Source: an optimization exercise on an open RTL-to-GDS flow (aim: small area). Production flows keep margins and buffers that such runs may drop. Where RTL was checked, it was by simulation tests only, not by an equivalence proof against the original.

==> job 2727: inputs <==
// Mono_Pong
module Mono_Pong(input clk, input rst, input start, input stop, input push_1, input push_2,
					output [13:0] disp_score, output LED_r, output LED_g,
					output [9:0] LED, output [6:0] disp_level, output [1:0] blue,
					output [3:0] zybo_LED);
	reg [7:0] score;	 
	reg [3:0] level;	 
	reg [3:0] pos;		 
	reg       dir;		 
	reg       on;		 
	reg       clck;		 
	reg [3:0] m;		 
	reg [4:0] p;		 
	reg       push;		 
	reg       cc;		 
	localparam [4:0] P0 = 5'd0, PM1 = 5'd16, P24 = 5'd20, P25 = 5'd9;
	wire running = |level;
	wire half = (m == 4'd0) & (p == P25);
	wire tick = half & ~clck;
	wire at0 = ~pos[3] & ~pos[2] & ~pos[1] & ~pos[0];
	wire at9 = pos[3] & pos[0];
	wire at_end = at0 | at9;
	wire at1 = ~pos[3] & ~pos[2] & ~pos[1] & pos[0];
	wire at8 = pos[3] & ~pos[0];
	wire turn = dir ? at1 : at8;		 
	wire hit_pos = dir ? at9 : at0;		 
	wire btn_end = dir ? push_1 : push_2;	 
	wire btn_next = dir ? push_2 : push_1;	 
	wire bcd = ~dir;
	wire nine = (score[3:0] == 4'd9);
  ...
==> module Mono_Pong, before the edit <==
module Mono_Pong(input clk, input rst, input start, input stop, input push_1, input push_2,
					output [13:0] disp_score, output LED_r, output LED_g,
					output [9:0] LED, output [6:0] disp_level, output [1:0] blue,
					output [3:0] zybo_LED);
	reg [7:0] score;	 
	reg [3:0] level;	 
	reg [3:0] pos;		 
	reg       dir;		 
	reg       on;		 
	reg       clck;		 
	reg [3:0] m;		 
	reg [4:0] p;		 
	reg       push;		 
	reg       cc;		 
	localparam [4:0] P0 = 5'd0, PM1 = 5'd16, P24 = 5'd20, P25 = 5'd9;
	wire running = |level;
	wire half = (m == 4'd0) & (p == P25);
	wire tick = half & ~clck;
	wire at0 = ~pos[3] & ~pos[2] & ~pos[1] & ~pos[0];
	wire at9 = pos[3] & pos[0];
	wire at_end = at0 | at9;
	wire at1 = ~pos[3] & ~pos[2] & ~pos[1] & pos[0];
	wire at8 = pos[3] & ~pos[0];
	wire turn = dir ? at1 : at8;		 
	wire hit_pos = dir ? at9 : at0;		 
	wire btn_end = dir ? push_1 : push_2;	 
	wire btn_next = dir ? push_2 : push_1;	 
	wire bcd = ~dir;
	wire nine = (score[3:0] == 4'd9);
	wire low_wrap = (&score[3:0]) | (bcd & nine);
	wire [7:0] score_inc = low_wrap ? {score[7:4] + 4'd1, 4'd0} : {score[7:4], score[3:0] + 4'd1};
	wire play = running & ~stop;			 
	wire new_game = ~running & start;
	wire hit = play & hit_pos & push;
	wire miss = play & hit_pos & ~push;
	wire up = hit & bcd & nine & ~(&level);
	wire [3:0] level_step = new_game ? 4'd1 : (stop | miss) ? 4'd0 : up ? level + 4'd1 : level;
	wire level_chg = new_game | (running & stop) | miss | up;
	wire [3:0] level_n = rst ? 4'd0 : tick ? level_step : level;
	wire chg = tick & level_chg & ~rst;
	wire reload = rst | half;
	wire run_n = |level_n;
	always @(posedge clk) begin
		level <= level_n;
		if (rst | (tick & new_game))
			score <= 8'd0;
		else if (tick & hit)
			score <= score_inc;
		if (rst)
			on <= 1'b0;
		else if (tick & ~running)
			on <= start;
		if (tick & new_game) begin
			pos <= 4'd4;
			dir <= 1'b0;
		end else if (tick & play) begin
			pos <= dir ? pos - 4'd1 : pos + 4'd1;
			if (turn) dir <= ~dir;
		end
		if (tick & ~turn)
			cc <= btn_next;
		if (reload) begin
			m <= level_n;
			p <= chg ? (run_n ? PM1 : P24) : (run_n ? P0 : P25);
		end else if (p == P24 && m != 4'd0) begin
			m <= m + 4'd1;
			p <= P0;
		end else
			p <= {p[3:0], ~(p[4] ^ p[2])};
		if (rst)
			clck <= 1'b0;
		else if (half)
			clck <= ~clck;
		if (reload)
			push <= 1'b0;
		else if (running & at_end & ~cc & btn_end)
			push <= 1'b1;
	end
	assign LED_g = on;
	assign LED_r = ~on;
	assign LED[0] = on & at0;
	assign LED[1] = on & at1;
	assign LED[2] = on & ~pos[3] & ~pos[2] & pos[1] & ~pos[0];
	assign LED[3] = on & ~pos[3] & ~pos[2] & pos[1] & pos[0];
	assign LED[4] = on & ~pos[3] & pos[2] & ~pos[1] & ~pos[0];
	assign LED[5] = on & ~pos[3] & pos[2] & ~pos[1] & pos[0];
	assign LED[6] = on & ~pos[3] & pos[2] & pos[1] & ~pos[0];
	assign LED[7] = on & ~pos[3] & pos[2] & pos[1] & pos[0];
	assign LED[8] = on & at8;
	assign LED[9] = on & at9;
	assign blue = {push_2, push_1};
	assign zybo_LED = {stop, start, push, push};
	hex_to_sev_seg sev_seg_LSB(score[3:0], disp_score[6:0]);
	hex_to_sev_seg sev_seg_MSB(score[7:4], disp_score[13:7]);
	hex_to_sev_seg sev_seg_level(level, disp_level);
endmodule
Settings: LEC_CHECK=0, ABC_AREA=1, CAP_MARGIN=20, CORE_MARGIN=2, CORE_UTILIZATION=70, SLEW_MARGIN=20; clock period 10.0 ns.
standard.sh (not shown) runs the stock make flow with config.mk's settings and CLKGATE_MAP_FILE= SYNTH_SCRIPT=/design/flow/synth_recipe.tcl, a recipe that flattens the netlist after the stock synthesis.
==> flow/flow/run.sh <==
#!/bin/bash
# Own layout flow: the standard synthesis, then the combinational logic between the
# standard synthesis's flip-flops is re-mapped by ABC for area (flip-flops, their names and
# cell types are kept as the standard synthesis made them), then the standard layout.
# Each tool's output goes to a log file of its own in the work folder.
set -euo pipefail
W=$(pwd)
R=$W/orfs/results/${FLOW_PLATFORM}/Mono_Pong/base
LIB=$FLOW_HOME/platforms/${FLOW_PLATFORM}/lib/sky130_fd_sc_hd__tt_025C_1v80.lib
YOSYS=$(command -v yosys || echo "$FLOW_HOME/../tools/install/yosys/bin/yosys")

bash standard.sh synth > "$W/synth.log" 2>&1
cp "$R/1_2_yosys.v" "$W/standard_synth.v"

SEQ=$(grep -oE "sky130_fd_sc_hd__[a-z0-9_]+" "$W/standard_synth.v" | sort -u | grep -E "__(e?df|sdf|dl|conb)" | tr '\n' ' ')
sed -e "s|@LIB@|$LIB|g" -e "s|@SEQ@|$SEQ|g" -e "s|@IN@|$W/standard_synth.v|g" \
    -e "s|@OUT@|$W/resynth.v|g" -e "s|@ABC@|$W/flow/area.abc|g" -e "s|@TOP@|$FLOW_TOP|g" \
    "$W/flow/resynth.ys" > "$W/resynth_run.ys"
"$YOSYS" -s "$W/resynth_run.ys" > "$W/resynth.log" 2>&1

grep -E "sky130_fd_sc_hd__(e?df|sdf|dl)[a-z0-9_]* " "$W/standard_synth.v" | sort > "$W/ff_standard.txt"
grep -E "sky130_fd_sc_hd__(e?df|sdf|dl)[a-z0-9_]* " "$W/resynth.v" | sort > "$W/ff_resynth.txt"
if cmp -s "$W/ff_standard.txt" "$W/ff_resynth.txt"; then
  cp "$W/resynth.v" "$R/1_2_yosys.v"
else
  echo "flip-flops differ after re-mapping; keeping the standard netlist" >> "$W/resynth.log"
fi
touch "$R/1_2_yosys.v"

# ports get the smallest plain buffer instead of the delay buffer buffer_ports picks itself
export BUFFER_PORTS_ARGS="-buffer_cell sky130_fd_sc_hd__buf_1"
bash standard.sh finish > "$W/layout.log" 2>&1
==> flow/flow/area.abc <==
strash
&get -n
&deepsyn -T 60
&put
strash
dch -f
map -a
topo
==> flow/flow/resynth.ys <==
# re-map the combinational logic of the standard synthesis netlist; flip-flops stay as they are
read_liberty -ignore_miss_func @LIB@
blackbox @SEQ@
read_verilog @IN@
hierarchy -top @TOP@
flatten
rename -hide w:*.*
opt -purge
abc -liberty @LIB@ -dont_use *probe* -dont_use *lpflow* -dont_use *clkbuf* -dont_use *clkinv* -script @ABC@
opt_clean -purge
setundef -zero
splitnets
opt_clean -purge
hilomap -singleton -hicell sky130_fd_sc_hd__conb_1 HI -locell sky130_fd_sc_hd__conb_1 LO
insbuf -buf sky130_fd_sc_hd__buf_1 A X
opt_clean -purge
stat -liberty @LIB@
write_verilog -noattr -nohex -nodec @OUT@
==> job 654 (differences from job 2727) <==
==> flow/design.v (replaced) <==
module Mono_Pong(input clk, input rst, input start, input stop, input push_1, input push_2,
					output [13:0] disp_score, output LED_r, output LED_g,
					output [9:0] LED, output [6:0] disp_level, output [1:0] blue,
					output [3:0] zybo_LED);
	reg [7:0] score;	 
	reg [3:0] level;	 
	reg [3:0] pos;		 
	reg       dir;		 
	reg       on;		 
	reg       clck;		 
	reg [3:0] m;		 
	reg [4:0] p;		 
	reg       push;		 
	reg       cc;		 
	localparam [4:0] P0 = 5'd0, PM1 = 5'd16, P24 = 5'd20, P25 = 5'd9;
	wire [4:0] p_step = {p[3:0], ~(p[4] ^ p[2])};
	wire half = (m == 4'd0) & (p == P25);
	wire tick = half & ~clck;
	wire at_end = (pos == 4'd0) | (pos == 4'd9);
	wire running = (level != 4'd0);
	wire bcd = ~dir;
	wire low_wrap = (score[3:0] == 4'd15) | (bcd & (score[3:0] == 4'd9));
	wire [7:0] score_inc = low_wrap ? {score[7:4] + 4'd1, 4'd0} : {score[7:4], score[3:0] + 4'd1};
	reg [7:0] score_n;
	reg [3:0] level_n;
	reg [3:0] pos_n;
	reg dir_n, on_n;
	always @* begin
		score_n = score; level_n = level; pos_n = pos; dir_n = dir; on_n = on;
		if (!running) begin
			if (start) begin
				on_n = 1'b1; level_n = 4'd1; pos_n = 4'd4; score_n = 8'd0; dir_n = 1'b0;
			end else
				on_n = 1'b0;
		end else if (stop)
			level_n = 4'd0;
		else begin
			if (!dir) begin
				pos_n = pos + 4'd1;
				if (pos == 4'd8) dir_n = 1'b1;
			end else begin
				pos_n = pos - 4'd1;
				if (pos == 4'd1) dir_n = 1'b0;
			end
			if ((!dir && pos == 4'd0) || (dir && pos == 4'd9)) begin
				if (push) begin
					score_n = score_inc;
					if (bcd && score[3:0] == 4'd9 && level != 4'd15)
						level_n = level + 4'd1;
				end else
					level_n = 4'd0;
			end
		end
	end
	always @(posedge clk) begin
		if (rst) begin
			score <= 8'd0;
			level <= 4'd0;
			on <= 1'b0;
			clck <= 1'b0;
			m <= 4'd0;
			p <= P25;
			push <= 1'b0;
		end else if (half) begin
			clck <= ~clck;
			push <= 1'b0;
			m <= level;
			p <= running ? P0 : P25;
			if (tick) begin
				score <= score_n;
				level <= level_n;
				pos <= pos_n;
				dir <= dir_n;
				on <= on_n;
				m <= level_n;
				if (level_n != level)
					p <= (level_n != 4'd0) ? PM1 : P24;
				else
					p <= (level_n != 4'd0) ? P0 : P25;
				if (!(pos_n == 4'd0 || pos_n == 4'd9))
					cc <= dir ? push_2 : push_1;
			end
		end else begin
			if (p == P24 && m != 4'd0) begin
				m <= m + 4'd1;
				p <= P0;
			end else
				p <= p_step;
			if (running && at_end && !cc && (dir ? push_1 : push_2))
				push <= 1'b1;
		end
	end
	assign LED_g = on;
	assign LED_r = ~on;
	genvar i;
	generate for (i = 0; i < 10; i = i + 1) begin : g_led
		assign LED[i] = on & (pos == i);
	end endgenerate
	assign blue = {push_2, push_1};
	assign zybo_LED = {stop, start, push, push};
	hex_to_sev_seg sev_seg_LSB(score[3:0], disp_score[6:0]);
	hex_to_sev_seg sev_seg_MSB(score[7:4], disp_score[13:7]);
	hex_to_sev_seg sev_seg_level(level, disp_level);
endmodule
module hex_to_sev_seg(input [3:0] out, output [6:0] disp);
	assign disp[0] = (~out[2] & ~out[0]) | (~out[3] & out[1]) | (~out[3] & out[2] & out[0])
						| (out[2] & out[1])	| (out[3] & ~out[2] & ~out[1]) | (out[3] & ~out[0]);
	assign disp[1] = (out[0] & (out[3] ^ out[1])) | (~out[2] & ~out[0]) | (~out[2] & ~out[3])
						| (~out[3] & ~out[1] & ~out[0]);
	assign disp[2] = ~(out[3] | out[1]) | (~(out[3] & out[1]) & out[0]) | (out[3] ^ out[2]);
	assign disp[3] = (~out[3] & ~out[2] & ~out[0]) | (~out[2] & out[1] & out[0])
						| (out[2] & ~out[1] & out[0]) | (out[2] & out[1] & ~out[0])
						| (out[3] & ~out[1] & ~out[0]);
	assign disp[4] = (~out[0] & (~out[2] | out[1])) | (out[3] & (out[1] | out[2]));
	assign disp[5] = (~out[3] & out[2] & ~out[1])  | (~out[1] & ~out[0])  | (out[2] & ~out[0])
						| (out[3] & ~out[2])  | (out[3] & out[1]);
	assign disp[6] = (~out[2] & out[1])  | (out[1] & ~out[0])  | (out[3] & ~out[2])
						| (out[3] &out[0])	| (~out[3] & out[2] & ~out[1]);
endmodule
--- a/flow/flow/run.sh
+++ b/flow/flow/run.sh
@@ -27,6 +27,4 @@
 fi
 touch "$R/1_2_yosys.v"
 
-# ports get the smallest plain buffer instead of the delay buffer buffer_ports picks itself
-export BUFFER_PORTS_ARGS="-buffer_cell sky130_fd_sc_hd__buf_1"
 bash standard.sh finish > "$W/layout.log" 2>&1
Settings changed: CORE_UTILIZATION 70 to 40.
==> job 3603 (differences from job 2727) <==
--- a/flow/design.v
+++ b/flow/design.v
@@ -6,7 +6,6 @@
 	reg [3:0] level;	 
 	reg [3:0] pos;		 
 	reg       dir;		 
-	reg       on;		 
 	reg       clck;		 
 	reg [3:0] m;		 
 	reg [4:0] p;		 
@@ -16,8 +15,9 @@
 	wire running = |level;
 	wire half = (m == 4'd0) & (p == P25);
 	wire tick = half & ~clck;
+	wire off = pos[3] & pos[1];
 	wire at0 = ~pos[3] & ~pos[2] & ~pos[1] & ~pos[0];
-	wire at9 = pos[3] & pos[0];
+	wire at9 = pos[3] & ~pos[1] & pos[0];
 	wire at_end = at0 | at9;
 	wire at1 = ~pos[3] & ~pos[2] & ~pos[1] & pos[0];
 	wire at8 = pos[3] & ~pos[0];
@@ -39,6 +39,7 @@
 	wire [3:0] level_n = rst ? 4'd0 : tick ? level_step : level;
 	wire chg = tick & level_chg & ~rst;
 	wire reload = rst | half;
+	wire wrap = (p == P24) & (m != 4'd0);
 	wire run_n = |level_n;
 	always @(posedge clk) begin
 		level <= level_n;
@@ -46,27 +47,23 @@
 			score <= 8'd0;
 		else if (tick & hit)
 			score <= score_inc;
-		if (rst)
-			on <= 1'b0;
-		else if (tick & ~running)
-			on <= start;
-		if (tick & new_game) begin
+		if (rst | (tick & ~running & ~start))
+			pos <= 4'd15;
+		else if (tick & new_game) begin
 			pos <= 4'd4;
-			dir <= 1'b0;
 		end else if (tick & play) begin
 			pos <= dir ? pos - 4'd1 : pos + 4'd1;
-			if (turn) dir <= ~dir;
 		end
+		dir <= ~(tick & new_game) & (dir ^ (tick & play & turn));
 		if (tick & ~turn)
 			cc <= btn_next;
 		if (reload) begin
 			m <= level_n;
 			p <= chg ? (run_n ? PM1 : P24) : (run_n ? P0 : P25);
-		end else if (p == P24 && m != 4'd0) begin
-			m <= m + 4'd1;
-			p <= P0;
-		end else
-			p <= {p[3:0], ~(p[4] ^ p[2])};
+		end else begin
+			m <= m + {3'd0, wrap};
+			p <= wrap ? P0 : {p[3:0], ~(p[4] ^ p[2])};
+		end
 		if (rst)
 			clck <= 1'b0;
 		else if (half)
@@ -76,18 +73,18 @@
 		else if (running & at_end & ~cc & btn_end)
 			push <= 1'b1;
 	end
-	assign LED_g = on;
-	assign LED_r = ~on;
-	assign LED[0] = on & at0;
-	assign LED[1] = on & at1;
-	assign LED[2] = on & ~pos[3] & ~pos[2] & pos[1] & ~pos[0];
-	assign LED[3] = on & ~pos[3] & ~pos[2] & pos[1] & pos[0];
-	assign LED[4] = on & ~pos[3] & pos[2] & ~pos[1] & ~pos[0];
-	assign LED[5] = on & ~pos[3] & pos[2] & ~pos[1] & pos[0];
-	assign LED[6] = on & ~pos[3] & pos[2] & pos[1] & ~pos[0];
-	assign LED[7] = on & ~pos[3] & pos[2] & pos[1] & pos[0];
-	assign LED[8] = on & at8;
-	assign LED[9] = on & at9;
+	assign LED_g = ~off;
+	assign LED_r = off;
+	assign LED[0] = at0;
+	assign LED[1] = at1;
+	assign LED[2] = ~pos[3] & ~pos[2] & pos[1] & ~pos[0];
+	assign LED[3] = ~pos[3] & ~pos[2] & pos[1] & pos[0];
+	assign LED[4] = ~pos[3] & pos[2] & ~pos[1] & ~pos[0];
+	assign LED[5] = ~pos[3] & pos[2] & ~pos[1] & pos[0];
+	assign LED[6] = ~pos[3] & pos[2] & pos[1] & ~pos[0];
+	assign LED[7] = ~pos[3] & pos[2] & pos[1] & pos[0];
+	assign LED[8] = at8;
+	assign LED[9] = at9;
 	assign blue = {push_2, push_1};
 	assign zybo_LED = {stop, start, push, push};
 	hex_to_sev_seg sev_seg_LSB(score[3:0], disp_score[6:0]);
==> flow/flow/area.abc (replaced) <==
strash
&get -n
&deepsyn -T 30
&put
strash
dch -f
amap
topo
Settings changed: CORE_AREA set to 2.3 2.72 59.8 59.84, CORE_MARGIN 2 to unset, CORE_UTILIZATION 70 to unset, CTS_BUF_LIST set to sky130_fd_sc_hd__clkbuf_8, CTS_CLUSTER_DIAMETER set to 300, CTS_CLUSTER_SIZE set to 50, DIE_AREA set to 0 0 62 62.
==> flow_summary.ini <==
[finish]
seq_cells = 29

[power_and_ir_drop]
power.total_w = 0.0003345
power_density_nw_per_um2 = 169.9

[timing]
tightest_slew_ns = 0.5963

[clock_network]
clkTransAtPathRegs_ns = 0.06
ctsRootBufferMaster = clkbuf_8
clkSinkCount = 29

[critical_path]
ff2ff_path_depth = 14

[grt]
gr-usage-met2_pct = 33.48
grt_pass1_wl_mm = 5.947

[drt]
dr_wl_met3_um = 190

[run_status]
status = finished clean
Source of the figures above: job 3603

==> flow_summary.ini <==
[clock_network]
ctsRootBufferMaster = clkbuf_4
clkTransAtPathRegs_ns = 0.09

[grt]
grt_pass1_wl_mm = 6.141
gr-usage-met2_pct = 51.00

[drt]
dr_wl_met3_um = 237

[run_status]
status = finished clean

[critical_path]
ff2ff_path_depth = 13

[finish]
seq_cells = 30

[power_and_ir_drop]
power_density_nw_per_um2 = 122.4
Source of the figures above: job 2727

==> flow_summary.ini <==
[clock_network]
clkSinkCount = 30
ctsRootBufferMaster = clkbuf_8

[critical_path]
ff2ff_path_depth = 17

[die]
taps = 52

[finish]
num_antenna_cells = 0
seq_cells = 30
clock_buffers = 6

[run_status]
status = finished clean

[drt]
dr_wl_met3_um = 215

[grt]
gr-usage-met2_pct = 31.60

[timing]
tightest_slew_ns = 0.4274
Source of the figures above: job 654

The RTL of job 2727 was laid out without a check of its function.

## what the ideal ports hide
Ports are ideal in the flow. The routed layouts listed here were re-timed in OpenROAD. Step 1 assumes that a clkbuf_16 drives the clock port and a buf_2 every other input. Step 2 also shifts input and output timing later by t, the mid clock arrival at the registers, as if the neighbouring blocks saw the same clock. Three values: ideal ports, drivers, drivers and shift; two values: the first two.
| run | t (ns) | setup slack, ns | latest minus earliest clock arrival (ns) |
|---|---|---|---|
| job 2727 | 0.349 | 5.736 / 5.713 / 5.713 | 0.008 / 0.008 |
| job 654 | 0.300 | 4.896 / 4.869 / 4.869 | 0.011 / 0.011 |
| job 3603 | 0.297 | 5.675 / 5.652 / 5.631 | 0.007 / 0.007 |
After both steps every run listed still meets setup and hold. The setup slack of job 3603, which loses most, moves by -0.023 ns with the drivers and by -0.044 ns with both steps.
